This design comes from an exercise in tuning for small area and a short achievable clock period on the open sky130 flow, not from production work.
In this exercise RTL edits were held to simulation tests only and were not proved equivalent to the original.
No activity file was given, so power comes from the tool's default toggle rates.

==> trial 46: inputs <==
## formulaChecker
module formulaChecker (
  input         in_clk,
  input         in_reset,
  input  [15:0] in_clause_enable,
  input  [19:0] in_clause_coefficients_integer,
  input  [7:0]  in_clause_coefficients_boolean,
  input  [3:0]  in_clause_index,
  input  [15:0] in_integer_assignment_after_move,
  input  [3:0]  in_boolean_assignment_after_move,
  input         in_enable,
  output [15:0] all_satisfied,
  output        satisfied
);
  wire [3:0] y0 = in_integer_assignment_after_move[3:0];
  wire [3:0] y1 = in_integer_assignment_after_move[7:4];
  wire [3:0] y2 = in_integer_assignment_after_move[11:8];
  wire [3:0] y3 = in_integer_assignment_after_move[15:12];
  wire [4:0] a0 = {y0[3], y0}, b0 = {y1[3], y1}, s0 = a0 + b0;
  wire [4:0] a1 = {y2[3], y2}, b1 = {y3[3], y3}, s1 = a1 + b1;
  wire [14:0] pos0 = {s0, b0, a0};
  wire [14:0] pos1 = {s1, b1, a1};
  wire [14:0] neg0 = ~pos0;
  wire [14:0] neg1 = ~pos1;
  wire [27:0] wdata = {in_clause_coefficients_boolean,
                       in_clause_coefficients_integer[19], ~in_clause_coefficients_integer[18:16],
                       ~in_clause_coefficients_integer[15:0]};
  wire [15:0] we;
  ClauseIndexDecoder dec (.in_clause_index(in_clause_index), .we(we));
  reg  [15:0] valid;
  reg  [15:0] en_r;
  wire [15:0] gate = in_clause_enable & {16{in_enable & ~in_reset}};
  always @(posedge in_clk) begin
    if (in_reset)
      valid <= 16'd0;
    else
      valid <= valid | we;
    en_r <= gate;    
  end
  genvar k;
  generate
  ...
clock: 6.0 ns
lec_check: 0
cap_margin: 20
core_margin: 2
core_utilization: 40
cts_cluster_diameter: 70
cts_cluster_size: 28
setup_slack_margin: 1.5
slew_margin: 20
synth_hierarchical: 1
run.sh (not shown) runs the stock make flow with config.mk's settings and CLKGATE_MAP_FILE= SYNTH_SCRIPT=/design/flow/synth_recipe.tcl, a recipe that flattens the netlist after the stock synthesis.
==> trial 74 (differences from trial 46) <==
Settings changed: CTS_CLUSTER_DIAMETER 70 to not set, CTS_CLUSTER_SIZE 28 to not set.
==> build 65 (differences from trial 46) <==
Settings changed: CTS_CLUSTER_DIAMETER 70 to not set, CTS_CLUSTER_SIZE 28 to not set, SETUP_SLACK_MARGIN 1.5 to 1.25.
==> comparison table <==
metric                                                                        build 65           trial 46           trial 74
Result of the run                                     no timing/DRC/antenna violations  no timing/DRC/antenna violations  no timing/DRC/antenna violations
Termination of the worst setup path                                  clause[1].cs_r[1]  clause[2].cs_r[1]  clause[9].cs_r[1]
Worst-Skew Late Latency                                                         660 ps             650 ps             660 ps
Reg clk slew, reported paths                                                     60 ps             100 ps              60 ps
Signed area change from the synthesized netlist to the final layout              13.9%              13.4%              14.8%
Worst slack on hold paths                                                       388 ps             400 ps             390 ps
Detailed-route vias per instance                                                  6.77               6.74               6.69
Combinational share of power                                                     41.2%              45.4%              42.1%
Sum of met3 wire segment lengths after detailed routing                        21.6 mm            20.5 mm            19.7 mm
Worst setup slack for register-to-register paths                               1910 ps            1870 ps            1900 ps
Slowest stage delay, CP                                                         520 ps             680 ps             700 ps
Startpoint of the tightest hold check path                                    valid[5]           valid[3]           valid[3]
CP max FO                                                                           25                  7                 33
Final RePlAce weighted congestion                                                0.872              0.885              0.885
Static leakage power                                                           16.6 nW            16.3 nW            16.7 nW
Highest metal layer with signal wires                                             met4               met5               met5
Worst reg2reg path startpoint                                          clause[12].q[7]     clause[1].q[7]     clause[3].q[3]
Cell internal pwr                                                             0.0117 W           0.0107 W           0.0115 W


==> delta: inputs <==
formulaChecker, a different RTL version from the one above (not shown whole).
export LEC_CHECK = 0
export CAP_MARGIN = 20
export CORE_MARGIN = 2
export CORE_UTILIZATION = 40
export CTS_BUF_LIST = sky130_fd_sc_hd__clkbuf_8
export SETUP_SLACK_MARGIN = 1.0
export SLEW_MARGIN = 20
export SYNTH_HIERARCHICAL = 1
create_clock -name core_clock -period 6.0 [get_ports {in_clk}]
==> pepper (differences from delta) <==
--- a/flow/config.mk
+++ b/flow/config.mk
@@ -8,7 +8,5 @@
 export CAP_MARGIN = 20
 export CORE_MARGIN = 2
 export CORE_UTILIZATION = 40
-export CTS_BUF_LIST = sky130_fd_sc_hd__clkbuf_8
-export SETUP_SLACK_MARGIN = 1.0
 export SLEW_MARGIN = 20
 export SYNTH_HIERARCHICAL = 1
==> summary of the runs <==
- Global-route usage: delta is lower than pepper (0.78 points).
- In pepper the clock power is higher than in delta, by 9.6%.
- Against pepper, the worst setup slack of delta is better by 0.79 ns.
- Critical path depth: pepper is lower than delta (4).
- Clock skew: pepper is lower than delta (0.044 ns).
- Between delta and pepper, the lower worst hold slack is in delta (gap 0.011 ns).
- Between pepper and delta, the lower combinational power is in pepper (gap 3.3%, measured against delta).
- In flip-flop and latch count, delta and pepper do not differ.
- Of pepper and delta, pepper has the higher first-iteration DRC count (gap about 0.6%, measured against delta).
- Between delta and pepper, the lower sequential share of layout area is in delta (gap 0.48 points).
- Between delta and pepper, the lower cell count is in pepper (gap 1.9%, measured against pepper).

## static timing again, ports no longer ideal
How much do the figures lean on ideal ports? The routed layouts below were timed once more, with nothing changed but the port constraints. Step 1, drivers: a clkbuf_16 drives in_clk and a buf_2 each remaining input, both assumed. Step 2 also shifts input and output timing later by t, the mid clock arrival at the registers, as if the neighbouring blocks saw the same clock. a / b / c = ideal / step 1 / step 2; a / b = the first two.
run | t (ns) | setup WS [ns] | worst register clock-pin slew, ns | pins driven straight from the clock port
trial 46 | 0.701 | 1.208 / 1.201 / 0.501 | 0.11 / 0.11 | 1
trial 74 | 0.720 | 1.315 / 1.323 / 0.603 | 0.07 / 0.07 | 1
build 65 | 0.712 | 1.223 / 1.238 / 0.527 | 0.07 / 0.07 | 1
delta | 0.857 | 1.021 / 1.058 / 0.202 | 0.07 / 0.07 | 1
pepper | 0.711 | 0.227 / 0.162 / 0.015 | 0.07 / 0.07 | 1
After both steps setup and hold are still met in every run listed. The setup slack of delta, which loses most, moves by +0.037 ns with the drivers and by -0.819 ns with both steps.
